This is an optimization exercise on Yosys and OpenROAD, whose aim is small area, not a production implementation.
Only simulation tests tie the RTL to the original design; equivalence was not proved.

[flow/run.sh]
#!/bin/bash
# The standard layout (the standard.sh: the standard synthesis and ORFS
# from floorplan to finish), with these changes to how the layout is made:
#  - at the start of the floorplan step, flow/downsize.tcl swaps every
#    combinational cell for the smallest cell of the same function; the
#    timing repair of the floorplan and later steps sizes up what is needed;
#  - the port buffers that global placement adds to every input and output
#    are sky130_fd_sc_hd__buf_1 cells instead of the default buffer;
#  - clock tree synthesis adds no dummy loads and uses clkbuf_8 buffers.
# make's full output goes to flow_make.log in this folder.
set -euo pipefail
here=$(pwd)
bash standard.sh \
  "PRE_FLOORPLAN_TCL=$here/flow/downsize.tcl" \
  "BUFFER_PORTS_ARGS=-buffer_cell sky130_fd_sc_hd__buf_1" \
  "CTS_ARGS=-sink_clustering_enable -repair_clock_nets -dont_use_dummy_load -buf_list sky130_fd_sc_hd__clkbuf_8" \
  finish > flow_make.log 2>&1
[flow/downsize.tcl]
# Sized-down start for the resizer: every combinational cell of the
# synthesized netlist is swapped for the smallest cell of the same function
# (same name but for the drive-strength suffix). Registers, tie cells and
# buffers are left as they are. The floorplan's and later stages' timing
# repair then size up what the timing needs.
set db [ord::get_db]
set n 0
set saved 0.0
foreach inst [[ord::get_db_block] getInsts] {
  set mname [[$inst getMaster] getName]
  if {![regexp {^(sky130_fd_sc_hd__([a-z0-9]+))_([0-9]+)$} $mname -> base func drive]} { continue }
  if {[regexp {^(df|edf|sdf|sed|dl|conb|buf|clkbuf|clkdly|dlygate|tap|fill|decap|diode)} $func]} { continue }
  set cur [$inst getMaster]
  set best $cur
  set best_area [expr {[$cur getWidth] * [$cur getHeight]}]
  foreach d {0 1 2 4 6 8 12 16} {
    set cand [$db findMaster "${base}_$d"]
    if {$cand == "NULL" || $cand == ""} { continue }
    set a [expr {[$cand getWidth] * [$cand getHeight]}]
    if {$a < $best_area} { set best $cand; set best_area $a }
  }
  if {$best != $cur} {
    set saved [expr {$saved + [$cur getWidth] * [$cur getHeight] - $best_area}]
    $inst swapMaster $best
    incr n
  }
}
puts "downsize.tcl: swapped $n cells to their smallest size, [expr {$saved / 1e6}] um2 less"
[standard.sh]
#!/bin/bash
# synth_recipe.tcl (not shown) runs the flow's synth.tcl, then flattens the netlist and writes it again
# the make line also repeats each setting of config.mk as NAME=value (left out here)
make -C /OpenROAD-flow-scripts/flow DESIGN_CONFIG=/design/flow/config.mk WORK_HOME=/design/flow/orfs CLKGATE_MAP_FILE= SYNTH_SCRIPT=/design/flow/synth_recipe.tcl "${@:-finish}"
[config.mk]
export PLATFORM = sky130hd
export DESIGN_NAME = draw_line
export DESIGN_NICKNAME = draw_line
export VERILOG_FILES = /design/flow/design.v
export SDC_FILE = /design/flow/constraint.sdc
export NUM_CORES = 4
export LEC_CHECK = 0
export CAP_MARGIN = 20
export CORE_MARGIN = 2
export CORE_UTILIZATION = 40
export SLEW_MARGIN = 20
export SYNTH_HIERARCHICAL = 1
export SYNTH_MINIMUM_KEEP_SIZE = 0
[constraint.sdc]
create_clock -name core_clock -period 14.0 [get_ports {clk}]
set_input_delay 2.8000 -clock core_clock [delete_from_list [all_inputs] [get_ports {clk}]]
set_output_delay 2.8000 -clock core_clock [all_outputs]
set_load 0.01 [all_outputs]
[design.v]
`timescale 1ns / 1ps
module draw_line(clk, rst_n, wea, x, y, m, b, dir, range, index_rd, line_x, line_y, finish);
input             clk, rst_n;
input             wea;
input      [31:0] x, y, m, b, dir, range;
input      [31:0] index_rd;
output     [31:0] line_x, line_y;
output     reg finish;
reg        [31:0] cnt, cnt_upd;
reg        [31:0] x_reg, m_reg, acc;
reg               mv, dec;
reg        [4:0]  idx;
reg        [1:0]  ph;
genvar gi;
wire [32:0] ltc;
assign ltc[0] = 1'b0;
generate for (gi = 0; gi < 32; gi = gi + 1) begin : g_lt
    assign ltc[gi+1] = (range[gi] & ~cnt[gi]) | (range[gi] & ltc[gi]) | (~cnt[gi] & ltc[gi]);
end endgenerate
wire        lt = ltc[32];
wire [32:0] cch;
assign cch[0] = lt;
generate for (gi = 0; gi < 32; gi = gi + 1) begin : g_cnt
    assign cch[gi+1] = cch[gi] & cnt_upd[gi];
end endgenerate
always @(posedge clk or negedge rst_n) begin
    if (!rst_n) begin
        cnt     <= 32'd0;
        cnt_upd <= 32'd0;
        finish  <= 1'b0;
    end else begin
        cnt     <= cnt_upd ^ cch[31:0];
        cnt_upd <= cnt;
        finish  <= !lt;
    end
end
wire        start  = wea && !rst_n;
always @(posedge clk) begin
    if (start)
        ph <= 2'd0;
    else if (ph != 2'd3)
        ph <= ph + 2'd1;
end
wire        rd   = !start && ph == 2'd3;
wire        dneg = rd && dec;
wire [4:0]  kz   = mv ? idx : 5'd0;
reg  [31:0] mop;
reg  [7:0]  wop;
reg         wm1;
wire [31:0] aop = start ? b : acc;
always @(*) begin
    if (start) begin
        mop = m;                    wop = x[7:0];  wm1 = 1'b0;
    end else case (ph)
        2'd0: begin mop = {m_reg[23:0], 8'd0};  wop = x_reg[15:8];  wm1 = x_reg[7];  end
        2'd1: begin mop = {m_reg[15:0], 16'd0}; wop = x_reg[23:16]; wm1 = x_reg[15]; end
        2'd2: begin mop = {m_reg[7:0], 24'd0};  wop = x_reg[31:24]; wm1 = x_reg[23]; end
        default: begin mop = m_reg;             wop = {3'd0, kz};   wm1 = 1'b0; end
    endcase
end
wire [31:0] mac;
wire [3:0] one, two, neg;
wire [8:0] wx = {wop, wm1};
assign one[0] = wx[1] ^ wx[0];
assign two[0] = (wx[2] & ~wx[1] & ~wx[0]) | (~wx[2] & wx[1] & wx[0]);
assign neg[0] = wx[2] ^ dneg;
wire [31:0] bp0;
dl_bpp b0_0 (.m1(mop[0]), .m0(1'b0), .one(one[0]), .two(two[0]), .neg(neg[0]), .p(bp0[0]));
dl_bpp b0_1 (.m1(mop[1]), .m0(mop[0]), .one(one[0]), .two(two[0]), .neg(neg[0]), .p(bp0[1]));
dl_bpp b0_2 (.m1(mop[2]), .m0(mop[1]), .one(one[0]), .two(two[0]), .neg(neg[0]), .p(bp0[2]));
dl_bpp b0_3 (.m1(mop[3]), .m0(mop[2]), .one(one[0]), .two(two[0]), .neg(neg[0]), .p(bp0[3]));
dl_bpp b0_4 (.m1(mop[4]), .m0(mop[3]), .one(one[0]), .two(two[0]), .neg(neg[0]), .p(bp0[4]));
dl_bpp b0_5 (.m1(mop[5]), .m0(mop[4]), .one(one[0]), .two(two[0]), .neg(neg[0]), .p(bp0[5]));
dl_bpp b0_6 (.m1(mop[6]), .m0(mop[5]), .one(one[0]), .two(two[0]), .neg(neg[0]), .p(bp0[6]));
dl_bpp b0_7 (.m1(mop[7]), .m0(mop[6]), .one(one[0]), .two(two[0]), .neg(neg[0]), .p(bp0[7]));
dl_bpp b0_8 (.m1(mop[8]), .m0(mop[7]), .one(one[0]), .two(two[0]), .neg(neg[0]), .p(bp0[8]));
dl_bpp b0_9 (.m1(mop[9]), .m0(mop[8]), .one(one[0]), .two(two[0]), .neg(neg[0]), .p(bp0[9]));
dl_bpp b0_10 (.m1(mop[10]), .m0(mop[9]), .one(one[0]), .two(two[0]), .neg(neg[0]), .p(bp0[10]));
dl_bpp b0_11 (.m1(mop[11]), .m0(mop[10]), .one(one[0]), .two(two[0]), .neg(neg[0]), .p(bp0[11]));
dl_bpp b0_12 (.m1(mop[12]), .m0(mop[11]), .one(one[0]), .two(two[0]), .neg(neg[0]), .p(bp0[12]));
dl_bpp b0_13 (.m1(mop[13]), .m0(mop[12]), .one(one[0]), .two(two[0]), .neg(neg[0]), .p(bp0[13]));
dl_bpp b0_14 (.m1(mop[14]), .m0(mop[13]), .one(one[0]), .two(two[0]), .neg(neg[0]), .p(bp0[14]));
dl_bpp b0_15 (.m1(mop[15]), .m0(mop[14]), .one(one[0]), .two(two[0]), .neg(neg[0]), .p(bp0[15]));
dl_bpp b0_16 (.m1(mop[16]), .m0(mop[15]), .one(one[0]), .two(two[0]), .neg(neg[0]), .p(bp0[16]));
dl_bpp b0_17 (.m1(mop[17]), .m0(mop[16]), .one(one[0]), .two(two[0]), .neg(neg[0]), .p(bp0[17]));
dl_bpp b0_18 (.m1(mop[18]), .m0(mop[17]), .one(one[0]), .two(two[0]), .neg(neg[0]), .p(bp0[18]));
dl_bpp b0_19 (.m1(mop[19]), .m0(mop[18]), .one(one[0]), .two(two[0]), .neg(neg[0]), .p(bp0[19]));
dl_bpp b0_20 (.m1(mop[20]), .m0(mop[19]), .one(one[0]), .two(two[0]), .neg(neg[0]), .p(bp0[20]));
dl_bpp b0_21 (.m1(mop[21]), .m0(mop[20]), .one(one[0]), .two(two[0]), .neg(neg[0]), .p(bp0[21]));
dl_bpp b0_22 (.m1(mop[22]), .m0(mop[21]), .one(one[0]), .two(two[0]), .neg(neg[0]), .p(bp0[22]));
dl_bpp b0_23 (.m1(mop[23]), .m0(mop[22]), .one(one[0]), .two(two[0]), .neg(neg[0]), .p(bp0[23]));
dl_bpp b0_24 (.m1(mop[24]), .m0(mop[23]), .one(one[0]), .two(two[0]), .neg(neg[0]), .p(bp0[24]));
dl_bpp b0_25 (.m1(mop[25]), .m0(mop[24]), .one(one[0]), .two(two[0]), .neg(neg[0]), .p(bp0[25]));
dl_bpp b0_26 (.m1(mop[26]), .m0(mop[25]), .one(one[0]), .two(two[0]), .neg(neg[0]), .p(bp0[26]));
dl_bpp b0_27 (.m1(mop[27]), .m0(mop[26]), .one(one[0]), .two(two[0]), .neg(neg[0]), .p(bp0[27]));
dl_bpp b0_28 (.m1(mop[28]), .m0(mop[27]), .one(one[0]), .two(two[0]), .neg(neg[0]), .p(bp0[28]));
dl_bpp b0_29 (.m1(mop[29]), .m0(mop[28]), .one(one[0]), .two(two[0]), .neg(neg[0]), .p(bp0[29]));
dl_bpp b0_30 (.m1(mop[30]), .m0(mop[29]), .one(one[0]), .two(two[0]), .neg(neg[0]), .p(bp0[30]));
dl_bpp b0_31 (.m1(mop[31]), .m0(mop[30]), .one(one[0]), .two(two[0]), .neg(neg[0]), .p(bp0[31]));
assign one[1] = wx[3] ^ wx[2];
assign two[1] = (wx[4] & ~wx[3] & ~wx[2]) | (~wx[4] & wx[3] & wx[2]);
assign neg[1] = wx[4] ^ dneg;
wire [29:0] bp1;
dl_bpp b1_0 (.m1(mop[0]), .m0(1'b0), .one(one[1]), .two(two[1]), .neg(neg[1]), .p(bp1[0]));
dl_bpp b1_1 (.m1(mop[1]), .m0(mop[0]), .one(one[1]), .two(two[1]), .neg(neg[1]), .p(bp1[1]));
dl_bpp b1_2 (.m1(mop[2]), .m0(mop[1]), .one(one[1]), .two(two[1]), .neg(neg[1]), .p(bp1[2]));
dl_bpp b1_3 (.m1(mop[3]), .m0(mop[2]), .one(one[1]), .two(two[1]), .neg(neg[1]), .p(bp1[3]));
dl_bpp b1_4 (.m1(mop[4]), .m0(mop[3]), .one(one[1]), .two(two[1]), .neg(neg[1]), .p(bp1[4]));
dl_bpp b1_5 (.m1(mop[5]), .m0(mop[4]), .one(one[1]), .two(two[1]), .neg(neg[1]), .p(bp1[5]));
dl_bpp b1_6 (.m1(mop[6]), .m0(mop[5]), .one(one[1]), .two(two[1]), .neg(neg[1]), .p(bp1[6]));
dl_bpp b1_7 (.m1(mop[7]), .m0(mop[6]), .one(one[1]), .two(two[1]), .neg(neg[1]), .p(bp1[7]));
dl_bpp b1_8 (.m1(mop[8]), .m0(mop[7]), .one(one[1]), .two(two[1]), .neg(neg[1]), .p(bp1[8]));
dl_bpp b1_9 (.m1(mop[9]), .m0(mop[8]), .one(one[1]), .two(two[1]), .neg(neg[1]), .p(bp1[9]));
dl_bpp b1_10 (.m1(mop[10]), .m0(mop[9]), .one(one[1]), .two(two[1]), .neg(neg[1]), .p(bp1[10]));
dl_bpp b1_11 (.m1(mop[11]), .m0(mop[10]), .one(one[1]), .two(two[1]), .neg(neg[1]), .p(bp1[11]));
dl_bpp b1_12 (.m1(mop[12]), .m0(mop[11]), .one(one[1]), .two(two[1]), .neg(neg[1]), .p(bp1[12]));
dl_bpp b1_13 (.m1(mop[13]), .m0(mop[12]), .one(one[1]), .two(two[1]), .neg(neg[1]), .p(bp1[13]));
dl_bpp b1_14 (.m1(mop[14]), .m0(mop[13]), .one(one[1]), .two(two[1]), .neg(neg[1]), .p(bp1[14]));
dl_bpp b1_15 (.m1(mop[15]), .m0(mop[14]), .one(one[1]), .two(two[1]), .neg(neg[1]), .p(bp1[15]));
dl_bpp b1_16 (.m1(mop[16]), .m0(mop[15]), .one(one[1]), .two(two[1]), .neg(neg[1]), .p(bp1[16]));
dl_bpp b1_17 (.m1(mop[17]), .m0(mop[16]), .one(one[1]), .two(two[1]), .neg(neg[1]), .p(bp1[17]));
dl_bpp b1_18 (.m1(mop[18]), .m0(mop[17]), .one(one[1]), .two(two[1]), .neg(neg[1]), .p(bp1[18]));
dl_bpp b1_19 (.m1(mop[19]), .m0(mop[18]), .one(one[1]), .two(two[1]), .neg(neg[1]), .p(bp1[19]));
dl_bpp b1_20 (.m1(mop[20]), .m0(mop[19]), .one(one[1]), .two(two[1]), .neg(neg[1]), .p(bp1[20]));
dl_bpp b1_21 (.m1(mop[21]), .m0(mop[20]), .one(one[1]), .two(two[1]), .neg(neg[1]), .p(bp1[21]));
dl_bpp b1_22 (.m1(mop[22]), .m0(mop[21]), .one(one[1]), .two(two[1]), .neg(neg[1]), .p(bp1[22]));
dl_bpp b1_23 (.m1(mop[23]), .m0(mop[22]), .one(one[1]), .two(two[1]), .neg(neg[1]), .p(bp1[23]));
dl_bpp b1_24 (.m1(mop[24]), .m0(mop[23]), .one(one[1]), .two(two[1]), .neg(neg[1]), .p(bp1[24]));
dl_bpp b1_25 (.m1(mop[25]), .m0(mop[24]), .one(one[1]), .two(two[1]), .neg(neg[1]), .p(bp1[25]));
dl_bpp b1_26 (.m1(mop[26]), .m0(mop[25]), .one(one[1]), .two(two[1]), .neg(neg[1]), .p(bp1[26]));
dl_bpp b1_27 (.m1(mop[27]), .m0(mop[26]), .one(one[1]), .two(two[1]), .neg(neg[1]), .p(bp1[27]));
dl_bpp b1_28 (.m1(mop[28]), .m0(mop[27]), .one(one[1]), .two(two[1]), .neg(neg[1]), .p(bp1[28]));
dl_bpp b1_29 (.m1(mop[29]), .m0(mop[28]), .one(one[1]), .two(two[1]), .neg(neg[1]), .p(bp1[29]));
assign one[2] = wx[5] ^ wx[4];
assign two[2] = (wx[6] & ~wx[5] & ~wx[4]) | (~wx[6] & wx[5] & wx[4]);
assign neg[2] = wx[6] ^ dneg;
wire [27:0] bp2;
dl_bpp b2_0 (.m1(mop[0]), .m0(1'b0), .one(one[2]), .two(two[2]), .neg(neg[2]), .p(bp2[0]));
dl_bpp b2_1 (.m1(mop[1]), .m0(mop[0]), .one(one[2]), .two(two[2]), .neg(neg[2]), .p(bp2[1]));
dl_bpp b2_2 (.m1(mop[2]), .m0(mop[1]), .one(one[2]), .two(two[2]), .neg(neg[2]), .p(bp2[2]));
dl_bpp b2_3 (.m1(mop[3]), .m0(mop[2]), .one(one[2]), .two(two[2]), .neg(neg[2]), .p(bp2[3]));
dl_bpp b2_4 (.m1(mop[4]), .m0(mop[3]), .one(one[2]), .two(two[2]), .neg(neg[2]), .p(bp2[4]));
dl_bpp b2_5 (.m1(mop[5]), .m0(mop[4]), .one(one[2]), .two(two[2]), .neg(neg[2]), .p(bp2[5]));
dl_bpp b2_6 (.m1(mop[6]), .m0(mop[5]), .one(one[2]), .two(two[2]), .neg(neg[2]), .p(bp2[6]));
dl_bpp b2_7 (.m1(mop[7]), .m0(mop[6]), .one(one[2]), .two(two[2]), .neg(neg[2]), .p(bp2[7]));
dl_bpp b2_8 (.m1(mop[8]), .m0(mop[7]), .one(one[2]), .two(two[2]), .neg(neg[2]), .p(bp2[8]));
dl_bpp b2_9 (.m1(mop[9]), .m0(mop[8]), .one(one[2]), .two(two[2]), .neg(neg[2]), .p(bp2[9]));
dl_bpp b2_10 (.m1(mop[10]), .m0(mop[9]), .one(one[2]), .two(two[2]), .neg(neg[2]), .p(bp2[10]));
dl_bpp b2_11 (.m1(mop[11]), .m0(mop[10]), .one(one[2]), .two(two[2]), .neg(neg[2]), .p(bp2[11]));
dl_bpp b2_12 (.m1(mop[12]), .m0(mop[11]), .one(one[2]), .two(two[2]), .neg(neg[2]), .p(bp2[12]));
dl_bpp b2_13 (.m1(mop[13]), .m0(mop[12]), .one(one[2]), .two(two[2]), .neg(neg[2]), .p(bp2[13]));
dl_bpp b2_14 (.m1(mop[14]), .m0(mop[13]), .one(one[2]), .two(two[2]), .neg(neg[2]), .p(bp2[14]));
dl_bpp b2_15 (.m1(mop[15]), .m0(mop[14]), .one(one[2]), .two(two[2]), .neg(neg[2]), .p(bp2[15]));
dl_bpp b2_16 (.m1(mop[16]), .m0(mop[15]), .one(one[2]), .two(two[2]), .neg(neg[2]), .p(bp2[16]));
dl_bpp b2_17 (.m1(mop[17]), .m0(mop[16]), .one(one[2]), .two(two[2]), .neg(neg[2]), .p(bp2[17]));
dl_bpp b2_18 (.m1(mop[18]), .m0(mop[17]), .one(one[2]), .two(two[2]), .neg(neg[2]), .p(bp2[18]));
dl_bpp b2_19 (.m1(mop[19]), .m0(mop[18]), .one(one[2]), .two(two[2]), .neg(neg[2]), .p(bp2[19]));
dl_bpp b2_20 (.m1(mop[20]), .m0(mop[19]), .one(one[2]), .two(two[2]), .neg(neg[2]), .p(bp2[20]));
dl_bpp b2_21 (.m1(mop[21]), .m0(mop[20]), .one(one[2]), .two(two[2]), .neg(neg[2]), .p(bp2[21]));
dl_bpp b2_22 (.m1(mop[22]), .m0(mop[21]), .one(one[2]), .two(two[2]), .neg(neg[2]), .p(bp2[22]));
dl_bpp b2_23 (.m1(mop[23]), .m0(mop[22]), .one(one[2]), .two(two[2]), .neg(neg[2]), .p(bp2[23]));
dl_bpp b2_24 (.m1(mop[24]), .m0(mop[23]), .one(one[2]), .two(two[2]), .neg(neg[2]), .p(bp2[24]));
dl_bpp b2_25 (.m1(mop[25]), .m0(mop[24]), .one(one[2]), .two(two[2]), .neg(neg[2]), .p(bp2[25]));
dl_bpp b2_26 (.m1(mop[26]), .m0(mop[25]), .one(one[2]), .two(two[2]), .neg(neg[2]), .p(bp2[26]));
dl_bpp b2_27 (.m1(mop[27]), .m0(mop[26]), .one(one[2]), .two(two[2]), .neg(neg[2]), .p(bp2[27]));
assign one[3] = wx[7] ^ wx[6];
assign two[3] = (wx[8] & ~wx[7] & ~wx[6]) | (~wx[8] & wx[7] & wx[6]);
assign neg[3] = wx[8] ^ dneg;
wire [25:0] bp3;
dl_bpp b3_0 (.m1(mop[0]), .m0(1'b0), .one(one[3]), .two(two[3]), .neg(neg[3]), .p(bp3[0]));
dl_bpp b3_1 (.m1(mop[1]), .m0(mop[0]), .one(one[3]), .two(two[3]), .neg(neg[3]), .p(bp3[1]));
dl_bpp b3_2 (.m1(mop[2]), .m0(mop[1]), .one(one[3]), .two(two[3]), .neg(neg[3]), .p(bp3[2]));
dl_bpp b3_3 (.m1(mop[3]), .m0(mop[2]), .one(one[3]), .two(two[3]), .neg(neg[3]), .p(bp3[3]));
dl_bpp b3_4 (.m1(mop[4]), .m0(mop[3]), .one(one[3]), .two(two[3]), .neg(neg[3]), .p(bp3[4]));
dl_bpp b3_5 (.m1(mop[5]), .m0(mop[4]), .one(one[3]), .two(two[3]), .neg(neg[3]), .p(bp3[5]));
dl_bpp b3_6 (.m1(mop[6]), .m0(mop[5]), .one(one[3]), .two(two[3]), .neg(neg[3]), .p(bp3[6]));
dl_bpp b3_7 (.m1(mop[7]), .m0(mop[6]), .one(one[3]), .two(two[3]), .neg(neg[3]), .p(bp3[7]));
dl_bpp b3_8 (.m1(mop[8]), .m0(mop[7]), .one(one[3]), .two(two[3]), .neg(neg[3]), .p(bp3[8]));
dl_bpp b3_9 (.m1(mop[9]), .m0(mop[8]), .one(one[3]), .two(two[3]), .neg(neg[3]), .p(bp3[9]));
dl_bpp b3_10 (.m1(mop[10]), .m0(mop[9]), .one(one[3]), .two(two[3]), .neg(neg[3]), .p(bp3[10]));
dl_bpp b3_11 (.m1(mop[11]), .m0(mop[10]), .one(one[3]), .two(two[3]), .neg(neg[3]), .p(bp3[11]));
dl_bpp b3_12 (.m1(mop[12]), .m0(mop[11]), .one(one[3]), .two(two[3]), .neg(neg[3]), .p(bp3[12]));
dl_bpp b3_13 (.m1(mop[13]), .m0(mop[12]), .one(one[3]), .two(two[3]), .neg(neg[3]), .p(bp3[13]));
dl_bpp b3_14 (.m1(mop[14]), .m0(mop[13]), .one(one[3]), .two(two[3]), .neg(neg[3]), .p(bp3[14]));
dl_bpp b3_15 (.m1(mop[15]), .m0(mop[14]), .one(one[3]), .two(two[3]), .neg(neg[3]), .p(bp3[15]));
dl_bpp b3_16 (.m1(mop[16]), .m0(mop[15]), .one(one[3]), .two(two[3]), .neg(neg[3]), .p(bp3[16]));
dl_bpp b3_17 (.m1(mop[17]), .m0(mop[16]), .one(one[3]), .two(two[3]), .neg(neg[3]), .p(bp3[17]));
dl_bpp b3_18 (.m1(mop[18]), .m0(mop[17]), .one(one[3]), .two(two[3]), .neg(neg[3]), .p(bp3[18]));
dl_bpp b3_19 (.m1(mop[19]), .m0(mop[18]), .one(one[3]), .two(two[3]), .neg(neg[3]), .p(bp3[19]));
dl_bpp b3_20 (.m1(mop[20]), .m0(mop[19]), .one(one[3]), .two(two[3]), .neg(neg[3]), .p(bp3[20]));
dl_bpp b3_21 (.m1(mop[21]), .m0(mop[20]), .one(one[3]), .two(two[3]), .neg(neg[3]), .p(bp3[21]));
dl_bpp b3_22 (.m1(mop[22]), .m0(mop[21]), .one(one[3]), .two(two[3]), .neg(neg[3]), .p(bp3[22]));
dl_bpp b3_23 (.m1(mop[23]), .m0(mop[22]), .one(one[3]), .two(two[3]), .neg(neg[3]), .p(bp3[23]));
dl_bpp b3_24 (.m1(mop[24]), .m0(mop[23]), .one(one[3]), .two(two[3]), .neg(neg[3]), .p(bp3[24]));
dl_bpp b3_25 (.m1(mop[25]), .m0(mop[24]), .one(one[3]), .two(two[3]), .neg(neg[3]), .p(bp3[25]));
wire t1;
wire t2;
dl_ha u2 (.a(aop[4]), .b(bp0[4]), .s(t1), .co(t2));
wire t3;
wire t4;
dl_ha u4 (.a(aop[5]), .b(bp0[5]), .s(t3), .co(t4));
wire t5;
wire t6;
dl_fa u6 (.a(aop[6]), .b(bp0[6]), .c(bp1[4]), .s(t5), .co(t6));
wire t7;
wire t8;
dl_ha u8 (.a(bp2[2]), .b(neg[3]), .s(t7), .co(t8));
wire t9;
wire t10;
dl_fa u10 (.a(aop[7]), .b(bp0[7]), .c(bp1[5]), .s(t9), .co(t10));
wire t11;
wire t12;
dl_ha u12 (.a(bp2[3]), .b(bp3[1]), .s(t11), .co(t12));
wire t13;
wire t14;
dl_fa u14 (.a(aop[8]), .b(bp0[8]), .c(bp1[6]), .s(t13), .co(t14));
wire t15;
wire t16;
dl_ha u16 (.a(bp2[4]), .b(bp3[2]), .s(t15), .co(t16));
wire t17;
wire t18;
dl_fa u18 (.a(aop[9]), .b(bp0[9]), .c(bp1[7]), .s(t17), .co(t18));
wire t19;
wire t20;
dl_ha u20 (.a(bp2[5]), .b(bp3[3]), .s(t19), .co(t20));
wire t21;
wire t22;
dl_fa u22 (.a(aop[10]), .b(bp0[10]), .c(bp1[8]), .s(t21), .co(t22));
wire t23;
wire t24;
dl_ha u24 (.a(bp2[6]), .b(bp3[4]), .s(t23), .co(t24));
wire t25;
wire t26;
dl_fa u26 (.a(aop[11]), .b(bp0[11]), .c(bp1[9]), .s(t25), .co(t26));
wire t27;
wire t28;
dl_ha u28 (.a(bp2[7]), .b(bp3[5]), .s(t27), .co(t28));
wire t29;
wire t30;
dl_fa u30 (.a(aop[12]), .b(bp0[12]), .c(bp1[10]), .s(t29), .co(t30));
wire t31;
wire t32;
dl_ha u32 (.a(bp2[8]), .b(bp3[6]), .s(t31), .co(t32));
wire t33;
wire t34;
dl_fa u34 (.a(aop[13]), .b(bp0[13]), .c(bp1[11]), .s(t33), .co(t34));
wire t35;
wire t36;
dl_ha u36 (.a(bp2[9]), .b(bp3[7]), .s(t35), .co(t36));
wire t37;
wire t38;
dl_fa u38 (.a(aop[14]), .b(bp0[14]), .c(bp1[12]), .s(t37), .co(t38));
wire t39;
wire t40;
dl_ha u40 (.a(bp2[10]), .b(bp3[8]), .s(t39), .co(t40));
wire t41;
wire t42;
dl_fa u42 (.a(aop[15]), .b(bp0[15]), .c(bp1[13]), .s(t41), .co(t42));
wire t43;
wire t44;
dl_ha u44 (.a(bp2[11]), .b(bp3[9]), .s(t43), .co(t44));
wire t45;
wire t46;
dl_fa u46 (.a(aop[16]), .b(bp0[16]), .c(bp1[14]), .s(t45), .co(t46));
wire t47;
wire t48;
dl_ha u48 (.a(bp2[12]), .b(bp3[10]), .s(t47), .co(t48));
wire t49;
wire t50;
dl_fa u50 (.a(aop[17]), .b(bp0[17]), .c(bp1[15]), .s(t49), .co(t50));
wire t51;
wire t52;
dl_ha u52 (.a(bp2[13]), .b(bp3[11]), .s(t51), .co(t52));
wire t53;
wire t54;
dl_fa u54 (.a(aop[18]), .b(bp0[18]), .c(bp1[16]), .s(t53), .co(t54));
wire t55;
wire t56;
dl_ha u56 (.a(bp2[14]), .b(bp3[12]), .s(t55), .co(t56));
wire t57;
wire t58;
dl_fa u58 (.a(aop[19]), .b(bp0[19]), .c(bp1[17]), .s(t57), .co(t58));
wire t59;
wire t60;
dl_ha u60 (.a(bp2[15]), .b(bp3[13]), .s(t59), .co(t60));
wire t61;
wire t62;
dl_fa u62 (.a(aop[20]), .b(bp0[20]), .c(bp1[18]), .s(t61), .co(t62));
wire t63;
wire t64;
dl_ha u64 (.a(bp2[16]), .b(bp3[14]), .s(t63), .co(t64));
wire t65;
wire t66;
dl_fa u66 (.a(aop[21]), .b(bp0[21]), .c(bp1[19]), .s(t65), .co(t66));
wire t67;
wire t68;
dl_ha u68 (.a(bp2[17]), .b(bp3[15]), .s(t67), .co(t68));
wire t69;
wire t70;
dl_fa u70 (.a(aop[22]), .b(bp0[22]), .c(bp1[20]), .s(t69), .co(t70));
wire t71;
wire t72;
dl_ha u72 (.a(bp2[18]), .b(bp3[16]), .s(t71), .co(t72));
wire t73;
wire t74;
dl_fa u74 (.a(aop[23]), .b(bp0[23]), .c(bp1[21]), .s(t73), .co(t74));
wire t75;
wire t76;
dl_ha u76 (.a(bp2[19]), .b(bp3[17]), .s(t75), .co(t76));
wire t77;
wire t78;
dl_fa u78 (.a(aop[24]), .b(bp0[24]), .c(bp1[22]), .s(t77), .co(t78));
wire t79;
wire t80;
dl_ha u80 (.a(bp2[20]), .b(bp3[18]), .s(t79), .co(t80));
wire t81;
wire t82;
dl_fa u82 (.a(aop[25]), .b(bp0[25]), .c(bp1[23]), .s(t81), .co(t82));
wire t83;
wire t84;
dl_ha u84 (.a(bp2[21]), .b(bp3[19]), .s(t83), .co(t84));
wire t85;
wire t86;
dl_fa u86 (.a(aop[26]), .b(bp0[26]), .c(bp1[24]), .s(t85), .co(t86));
wire t87;
wire t88;
dl_ha u88 (.a(bp2[22]), .b(bp3[20]), .s(t87), .co(t88));
wire t89;
wire t90;
dl_fa u90 (.a(aop[27]), .b(bp0[27]), .c(bp1[25]), .s(t89), .co(t90));
wire t91;
wire t92;
dl_ha u92 (.a(bp2[23]), .b(bp3[21]), .s(t91), .co(t92));
wire t93;
wire t94;
dl_fa u94 (.a(aop[28]), .b(bp0[28]), .c(bp1[26]), .s(t93), .co(t94));
wire t95;
wire t96;
dl_ha u96 (.a(bp2[24]), .b(bp3[22]), .s(t95), .co(t96));
wire t97;
wire t98;
dl_fa u98 (.a(aop[29]), .b(bp0[29]), .c(bp1[27]), .s(t97), .co(t98));
wire t99;
wire t100;
dl_ha u100 (.a(bp2[25]), .b(bp3[23]), .s(t99), .co(t100));
wire t101;
wire t102;
dl_fa u102 (.a(aop[30]), .b(bp0[30]), .c(bp1[28]), .s(t101), .co(t102));
wire t103;
wire t104;
dl_ha u104 (.a(bp2[26]), .b(bp3[24]), .s(t103), .co(t104));
wire t105;
dl_fa u105 (.a(aop[31]), .b(bp0[31]), .c(bp1[29]), .s(t105), .co());
wire t106;
assign t106 = bp2[27] ^ bp3[25];
wire t107;
wire t108;
dl_ha u108 (.a(aop[2]), .b(bp0[2]), .s(t107), .co(t108));
wire t109;
wire t110;
dl_ha u110 (.a(aop[3]), .b(bp0[3]), .s(t109), .co(t110));
wire t111;
wire t112;
dl_fa u112 (.a(bp1[2]), .b(neg[2]), .c(bp2[0]), .s(t111), .co(t112));
wire t113;
wire t114;
dl_fa u114 (.a(bp1[3]), .b(bp2[1]), .c(t2), .s(t113), .co(t114));
wire t115;
wire t116;
dl_fa u116 (.a(bp3[0]), .b(t4), .c(t5), .s(t115), .co(t116));
wire t117;
wire t118;
dl_fa u118 (.a(t6), .b(t8), .c(t9), .s(t117), .co(t118));
wire t119;
wire t120;
dl_fa u120 (.a(t10), .b(t12), .c(t13), .s(t119), .co(t120));
wire t121;
wire t122;
dl_fa u122 (.a(t14), .b(t16), .c(t17), .s(t121), .co(t122));
wire t123;
wire t124;
dl_fa u124 (.a(t18), .b(t20), .c(t21), .s(t123), .co(t124));
wire t125;
wire t126;
dl_fa u126 (.a(t22), .b(t24), .c(t25), .s(t125), .co(t126));
wire t127;
wire t128;
dl_fa u128 (.a(t26), .b(t28), .c(t29), .s(t127), .co(t128));
wire t129;
wire t130;
dl_fa u130 (.a(t30), .b(t32), .c(t33), .s(t129), .co(t130));
wire t131;
wire t132;
dl_fa u132 (.a(t34), .b(t36), .c(t37), .s(t131), .co(t132));
wire t133;
wire t134;
dl_fa u134 (.a(t38), .b(t40), .c(t41), .s(t133), .co(t134));
wire t135;
wire t136;
dl_fa u136 (.a(t42), .b(t44), .c(t45), .s(t135), .co(t136));
wire t137;
wire t138;
dl_fa u138 (.a(t46), .b(t48), .c(t49), .s(t137), .co(t138));
wire t139;
wire t140;
dl_fa u140 (.a(t50), .b(t52), .c(t53), .s(t139), .co(t140));
wire t141;
wire t142;
dl_fa u142 (.a(t54), .b(t56), .c(t57), .s(t141), .co(t142));
wire t143;
wire t144;
dl_fa u144 (.a(t58), .b(t60), .c(t61), .s(t143), .co(t144));
wire t145;
wire t146;
dl_fa u146 (.a(t62), .b(t64), .c(t65), .s(t145), .co(t146));
wire t147;
wire t148;
dl_fa u148 (.a(t66), .b(t68), .c(t69), .s(t147), .co(t148));
wire t149;
wire t150;
dl_fa u150 (.a(t70), .b(t72), .c(t73), .s(t149), .co(t150));
wire t151;
wire t152;
dl_fa u152 (.a(t74), .b(t76), .c(t77), .s(t151), .co(t152));
wire t153;
wire t154;
dl_fa u154 (.a(t78), .b(t80), .c(t81), .s(t153), .co(t154));
wire t155;
wire t156;
dl_fa u156 (.a(t82), .b(t84), .c(t85), .s(t155), .co(t156));
wire t157;
wire t158;
dl_fa u158 (.a(t86), .b(t88), .c(t89), .s(t157), .co(t158));
wire t159;
wire t160;
dl_fa u160 (.a(t90), .b(t92), .c(t93), .s(t159), .co(t160));
wire t161;
wire t162;
dl_fa u162 (.a(t94), .b(t96), .c(t97), .s(t161), .co(t162));
wire t163;
wire t164;
dl_fa u164 (.a(t98), .b(t100), .c(t101), .s(t163), .co(t164));
wire t165;
dl_fa u165 (.a(t102), .b(t104), .c(t105), .s(t165), .co());
wire t166;
wire t167;
dl_ha u167 (.a(aop[0]), .b(neg[0]), .s(t166), .co(t167));
wire t168;
wire t169;
dl_ha u169 (.a(aop[1]), .b(bp0[1]), .s(t168), .co(t169));
wire t170;
wire t171;
dl_fa u171 (.a(neg[1]), .b(bp1[0]), .c(t107), .s(t170), .co(t171));
wire t172;
wire t173;
dl_fa u173 (.a(bp1[1]), .b(t108), .c(t109), .s(t172), .co(t173));
wire t174;
wire t175;
dl_fa u175 (.a(t1), .b(t110), .c(t111), .s(t174), .co(t175));
wire t176;
wire t177;
dl_fa u177 (.a(t3), .b(t112), .c(t113), .s(t176), .co(t177));
wire t178;
wire t179;
dl_fa u179 (.a(t7), .b(t114), .c(t115), .s(t178), .co(t179));
wire t180;
wire t181;
dl_fa u181 (.a(t11), .b(t116), .c(t117), .s(t180), .co(t181));
wire t182;
wire t183;
dl_fa u183 (.a(t15), .b(t118), .c(t119), .s(t182), .co(t183));
wire t184;
wire t185;
dl_fa u185 (.a(t19), .b(t120), .c(t121), .s(t184), .co(t185));
wire t186;
wire t187;
dl_fa u187 (.a(t23), .b(t122), .c(t123), .s(t186), .co(t187));
wire t188;
wire t189;
dl_fa u189 (.a(t27), .b(t124), .c(t125), .s(t188), .co(t189));
wire t190;
wire t191;
dl_fa u191 (.a(t31), .b(t126), .c(t127), .s(t190), .co(t191));
wire t192;
wire t193;
dl_fa u193 (.a(t35), .b(t128), .c(t129), .s(t192), .co(t193));
wire t194;
wire t195;
dl_fa u195 (.a(t39), .b(t130), .c(t131), .s(t194), .co(t195));
wire t196;
wire t197;
dl_fa u197 (.a(t43), .b(t132), .c(t133), .s(t196), .co(t197));
wire t198;
wire t199;
dl_fa u199 (.a(t47), .b(t134), .c(t135), .s(t198), .co(t199));
wire t200;
wire t201;
dl_fa u201 (.a(t51), .b(t136), .c(t137), .s(t200), .co(t201));
wire t202;
wire t203;
dl_fa u203 (.a(t55), .b(t138), .c(t139), .s(t202), .co(t203));
wire t204;
wire t205;
dl_fa u205 (.a(t59), .b(t140), .c(t141), .s(t204), .co(t205));
wire t206;
wire t207;
dl_fa u207 (.a(t63), .b(t142), .c(t143), .s(t206), .co(t207));
wire t208;
wire t209;
dl_fa u209 (.a(t67), .b(t144), .c(t145), .s(t208), .co(t209));
wire t210;
wire t211;
dl_fa u211 (.a(t71), .b(t146), .c(t147), .s(t210), .co(t211));
wire t212;
wire t213;
dl_fa u213 (.a(t75), .b(t148), .c(t149), .s(t212), .co(t213));
wire t214;
wire t215;
dl_fa u215 (.a(t79), .b(t150), .c(t151), .s(t214), .co(t215));
wire t216;
wire t217;
dl_fa u217 (.a(t83), .b(t152), .c(t153), .s(t216), .co(t217));
wire t218;
wire t219;
dl_fa u219 (.a(t87), .b(t154), .c(t155), .s(t218), .co(t219));
wire t220;
wire t221;
dl_fa u221 (.a(t91), .b(t156), .c(t157), .s(t220), .co(t221));
wire t222;
wire t223;
dl_fa u223 (.a(t95), .b(t158), .c(t159), .s(t222), .co(t223));
wire t224;
wire t225;
dl_fa u225 (.a(t99), .b(t160), .c(t161), .s(t224), .co(t225));
wire t226;
wire t227;
dl_fa u227 (.a(t103), .b(t162), .c(t163), .s(t226), .co(t227));
wire t228;
dl_fa u228 (.a(t106), .b(t164), .c(t165), .s(t228), .co());
wire t229;
wire t230;
dl_ha u230 (.a(bp0[0]), .b(t166), .s(t229), .co(t230));
wire t231;
wire t232;
dl_fa u232 (.a(t167), .b(t168), .c(t230), .s(t231), .co(t232));
wire t233;
wire t234;
dl_fa u234 (.a(t169), .b(t170), .c(t232), .s(t233), .co(t234));
wire t235;
wire t236;
dl_fa u236 (.a(t171), .b(t172), .c(t234), .s(t235), .co(t236));
wire t237;
wire t238;
dl_fa u238 (.a(t173), .b(t174), .c(t236), .s(t237), .co(t238));
wire t239;
wire t240;
dl_fa u240 (.a(t175), .b(t176), .c(t238), .s(t239), .co(t240));
wire t241;
wire t242;
dl_ha u242 (.a(t177), .b(t178), .s(t241), .co(t242));
wire t243;
wire t244;
dl_fa u244 (.a(t179), .b(t180), .c(t242), .s(t243), .co(t244));
wire t245;
wire t246;
dl_fa u246 (.a(t181), .b(t182), .c(t244), .s(t245), .co(t246));
wire t247;
wire t248;
dl_fa u248 (.a(t183), .b(t184), .c(t246), .s(t247), .co(t248));
wire t249;
wire t250;
dl_fa u250 (.a(t185), .b(t186), .c(t248), .s(t249), .co(t250));
wire t251;
wire t252;
dl_fa u252 (.a(t187), .b(t188), .c(t250), .s(t251), .co(t252));
wire t253;
wire t254;
dl_fa u254 (.a(t189), .b(t190), .c(t252), .s(t253), .co(t254));
wire t255;
assign t255 = t241 ^ t240;
wire t256;
assign t256 = t243 ^ (t240 & t241);
wire t257;
assign t257 = t241 & t243;
wire t258;
assign t258 = t245 ^ (t240 & t257);
wire t259;
assign t259 = t257 & t245;
wire t260;
assign t260 = t247 ^ (t240 & t259);
wire t261;
assign t261 = t259 & t247;
wire t262;
assign t262 = t249 ^ (t240 & t261);
wire t263;
assign t263 = t261 & t249;
wire t264;
assign t264 = t251 ^ (t240 & t263);
wire t265;
assign t265 = t263 & t251;
wire t266;
assign t266 = t253 ^ (t240 & t265);
wire t267;
assign t267 = t265 & t253;
wire t268;
assign t268 = t254 | (t240 & t267);
wire t269;
wire t270;
dl_ha u270 (.a(t191), .b(t192), .s(t269), .co(t270));
wire t271;
wire t272;
dl_fa u272 (.a(t193), .b(t194), .c(t270), .s(t271), .co(t272));
wire t273;
wire t274;
dl_fa u274 (.a(t195), .b(t196), .c(t272), .s(t273), .co(t274));
wire t275;
wire t276;
dl_fa u276 (.a(t197), .b(t198), .c(t274), .s(t275), .co(t276));
wire t277;
wire t278;
dl_fa u278 (.a(t199), .b(t200), .c(t276), .s(t277), .co(t278));
wire t279;
wire t280;
dl_fa u280 (.a(t201), .b(t202), .c(t278), .s(t279), .co(t280));
wire t281;
wire t282;
dl_fa u282 (.a(t203), .b(t204), .c(t280), .s(t281), .co(t282));
wire t283;
assign t283 = t269 ^ t268;
wire t284;
assign t284 = t271 ^ (t268 & t269);
wire t285;
assign t285 = t269 & t271;
wire t286;
assign t286 = t273 ^ (t268 & t285);
wire t287;
assign t287 = t285 & t273;
wire t288;
assign t288 = t275 ^ (t268 & t287);
wire t289;
assign t289 = t287 & t275;
wire t290;
assign t290 = t277 ^ (t268 & t289);
wire t291;
assign t291 = t289 & t277;
wire t292;
assign t292 = t279 ^ (t268 & t291);
wire t293;
assign t293 = t291 & t279;
wire t294;
assign t294 = t281 ^ (t268 & t293);
wire t295;
assign t295 = t293 & t281;
wire t296;
assign t296 = t282 | (t268 & t295);
wire t297;
wire t298;
dl_ha u298 (.a(t205), .b(t206), .s(t297), .co(t298));
wire t299;
wire t300;
dl_fa u300 (.a(t207), .b(t208), .c(t298), .s(t299), .co(t300));
wire t301;
wire t302;
dl_fa u302 (.a(t209), .b(t210), .c(t300), .s(t301), .co(t302));
wire t303;
wire t304;
dl_fa u304 (.a(t211), .b(t212), .c(t302), .s(t303), .co(t304));
wire t305;
wire t306;
dl_fa u306 (.a(t213), .b(t214), .c(t304), .s(t305), .co(t306));
wire t307;
wire t308;
dl_fa u308 (.a(t215), .b(t216), .c(t306), .s(t307), .co(t308));
wire t309;
assign t309 = t297 ^ t296;
wire t310;
assign t310 = t299 ^ (t296 & t297);
wire t311;
assign t311 = t297 & t299;
wire t312;
assign t312 = t301 ^ (t296 & t311);
wire t313;
assign t313 = t311 & t301;
wire t314;
assign t314 = t303 ^ (t296 & t313);
wire t315;
assign t315 = t313 & t303;
wire t316;
assign t316 = t305 ^ (t296 & t315);
wire t317;
assign t317 = t315 & t305;
wire t318;
assign t318 = t307 ^ (t296 & t317);
wire t319;
assign t319 = t317 & t307;
wire t320;
assign t320 = t308 | (t296 & t319);
wire t321;
wire t322;
dl_ha u322 (.a(t217), .b(t218), .s(t321), .co(t322));
wire t323;
wire t324;
dl_fa u324 (.a(t219), .b(t220), .c(t322), .s(t323), .co(t324));
wire t325;
wire t326;
dl_fa u326 (.a(t221), .b(t222), .c(t324), .s(t325), .co(t326));
wire t327;
wire t328;
dl_fa u328 (.a(t223), .b(t224), .c(t326), .s(t327), .co(t328));
wire t329;
wire t330;
dl_fa u330 (.a(t225), .b(t226), .c(t328), .s(t329), .co(t330));
wire t331;
dl_fa u331 (.a(t227), .b(t228), .c(t330), .s(t331), .co());
wire t332;
assign t332 = t321 ^ t320;
wire t333;
assign t333 = t323 ^ (t320 & t321);
wire t334;
assign t334 = t321 & t323;
wire t335;
assign t335 = t325 ^ (t320 & t334);
wire t336;
assign t336 = t334 & t325;
wire t337;
assign t337 = t327 ^ (t320 & t336);
wire t338;
assign t338 = t336 & t327;
wire t339;
assign t339 = t329 ^ (t320 & t338);
wire t340;
assign t340 = t338 & t329;
wire t341;
assign t341 = t331 ^ (t320 & t340);
assign mac = {t341, t339, t337, t335, t333, t332, t318, t316, t314, t312, t310, t309, t294, t292, t290, t288, t286, t284, t283, t266, t264, t262, t260, t258, t256, t255, t239, t237, t235, t233, t231, t229};
always @(posedge clk) begin
    if (start) begin
        x_reg <= x;
        m_reg <= m;
        dec   <= (dir == 32'd0);
        mv    <= (dir == 32'd0) || (dir == 32'd1);
    end
    if (start || ph != 2'd3)
        acc <= mac;
    idx <= index_rd[4:0];
end
wire [5:0]  lx_lo = {1'b0, x_reg[4:0]} + {1'b0, kz ^ {5{dec}}} + {5'd0, dec};
wire [27:0] lxc;
assign lxc[0] = lx_lo[5] ^ dec;
assign line_x[4:0] = lx_lo[4:0];
generate for (gi = 0; gi < 27; gi = gi + 1) begin : g_lx
    assign line_x[5+gi] = x_reg[5+gi] ^ lxc[gi];
    assign lxc[gi+1]    = lxc[gi] & (x_reg[5+gi] ^ dec);
end endgenerate
assign line_y = mac;
endmodule
module dl_fa(a, b, c, s, co);
input  a, b, c;
output s, co;
assign s  = a ^ b ^ c;
assign co = (a & b) | (a & c) | (b & c);
endmodule
module dl_ha(a, b, s, co);
input  a, b;
output s, co;
assign s  = a ^ b;
assign co = a & b;
endmodule
module dl_bpp(m1, m0, one, two, neg, p);
input  m1, m0, one, two, neg;
output p;
assign p = ((m1 & one) | (m0 & two)) ^ neg;
endmodule
==> notes.md <==
## how the worst max path moves through the flow
| stage | from | endpoint | cells after the start |
|---|---|---|---|
| after floorplan | rst_n | line_y[31] | 24 |
| after global placement | rst_n | line_y[31] | 28 |
| after detailed placement | rst_n | line_y[31] | 25 |
| after CTS | rst_n | line_y[31] | 25 |
| after global routing | rst_n | line_y[31] | 27 |
| final | rst_n | line_y[31] | 26 |
## per-layer routing
metal  global-route usage [%]  up-vias  wire [microns]
met1                     28.4     5034           15900
li1                         -     4932               -
met3                     3.15       40            2030
met2                     32.4      342           16500
met4                     6.22        0             802
met5                        0        -               0
## through the flow
step	std cells
3_5_place_dp	1915
3_3_place_gp	1915
2_1_floorplan	1259
4_1_cts	1932
5_1_grt	1937
6_report	1938
## worst max-delay path: cells and delay by family
family,cells,cell delay (ns)
AOI/OAI and AO/OA,4,1.22
adders and majority gates,10,4.10
buffers and inverters,5,1.06
xor gates and xnor gates,2,0.46
and+or+nand+nor,5,1.01
## final cells by class
cell class              count  area [sq um]
inverters                  36           148
multi-input cells         981          8580
well taps                 448           561
repair buffers            284          1270
diodes                      2          5.00
flip-flops and latches    170          4710
fillers                  3205         18100
clock buffers              17           234
## timing repair
| action | in CTS | in global routing |
|---|---|---|
| gates resized for setup | 0 | 11 |
| setup endpoints to repair | 0 | 4 |
| hold endpoints to repair | 0 | 0 |
| setup buffers | 0 | 2 |
==> impl_metrics.tcl <==
set metrics [dict create \
    fmax_mhz 74.4 \
    r2r_start "ph[0]" \
    setup_tns_ns 0 \
    finalClockSkew_ns 0.0331 \
    hold_violations 0 \
    dp_slack_ns 0.0459 \
    rrSetupSlack_ns 4.94 \
    routed-via-count 10300 \
    hold-path-endpoint "cnt_upd[23]" \
    worstPathMaxFanout 52 \
    first_iter_violations 935 \
    cts_root_buf "clkbuf_8" \
    finalWeightedCongestion 0.823 \
    grt-ovfl-total 0 \
    cp_common_cell "fa_1" \
    drtPass1Iterations 6 \
    dieArea_sq_um 35700 \
    wl_per_cell_microns 18.2 \
    synthesis.yosys.warnings 7 \
    crit_arrival_ns 10.64 \
    pin_count 292 \
    hold_depth 0 \
    die_h_microns 189 \
    setup_violations 0 \
    numCtsBuffers 17 \
    grt_pass1_wl_microns 56000 \
    die_w_microns 189 \
    setup_ws_ns 0.558 \
    outcome "finished clean" \
    viasPerCell 5.34 \
    place_area_sq_um 15200 \
    port_buffers 232 \
    start_kind "input port" \
    drt_wl_total_microns 35200 \
    start_util_pct 40.7 \
    grt_max_degree 66 \
    max_slew_margin_pct 22.8 \
    timing.hold.ws_ns 0.374 \
    rows 67 \
    maxSlewViolCount 0 \
    cts_max_path_buffers 2 \
    grt_pass1_vias 10300 \
    required_ns 11.20 \
    worstMarginPinSlew_ns 1.15 \
    hp-start "cnt[23]" \
    hp-class "flip-flop to flip-flop" \
    reg2regPathDepth 27 \
    maxCapViolCount 0 \
    hpwl_microns 27500 \
    rsz0062_at_grt "false" \
    clock_sinks 170 \
    coreArea_sq_um 33600 \
    finalCritPeriodShare_pct 96.0 \
    max_stage_delay_ns 0.56 \
    path_class "input port to output pin" \
    final_common_cell "buf_1" \
    path_clk_slew_ns 0.09 \
    finalNetCount 1909 \
    drive_gt1_share_pct 6.12 \
    ant_nets 0 \
    cts_tree "done" \
    postLayoutCoreUtil_pct 46.1 \
    hold_buffers 0 \
    drc 0 \
    final_cell_mix "buf_1 (231), nand2_1 (176), xnor2_1 (156), a22oi_1 (116), fa_1 (112)" \
    syn_inst 1256 \
    worstReg2RegEnd "acc[31]" \
    layout_min_cycle_time_ns 13.44 \
    antenna_found_initial 2 \
    crit_slowest_cell "o21ai_0" \
    finalInstanceArea_sq_um 15500 \
    track_usage_pct 20.3 \
    clock_latency_ns 0.48 \
    cp-end-kind "output pin" \
    ctsHtreeMaxLevel 4 \
]

[what the ideal ports hide]
In the flow no input, the clock included, has a driving cell. The finished layout below was timed again as built, in two steps.
Step 1 (the two cells are an assumption about what drives the block):
set clk [get_ports {clk}]
set_driving_cell -lib_cell sky130_fd_sc_hd__clkbuf_16 $clk
set_driving_cell -lib_cell sky130_fd_sc_hd__buf_2 [delete_from_list [all_inputs] $clk]
Step 2 times the ports against the registers' clock, not the clock port: input delays grow and output delays shrink by t, the midpoint of the rising clock arrivals with the driver on.
Slacks: ideal ports / drivers / drivers and shift; pairs: ideal ports / drivers.
t (ns): 0.520
setup WS [ns]: 0.558 / 0.527 / 0.527
worst hold slack (ns): 0.374 / 0.374 / 0.374
clock arrival spread, ns: 0.035 / 0.034
cell pins on the clock port's net: 1
After both steps this run still meets setup and hold. For this run, drivers alone change the setup slack by -0.031 ns; drivers and shift together by -0.031 ns.
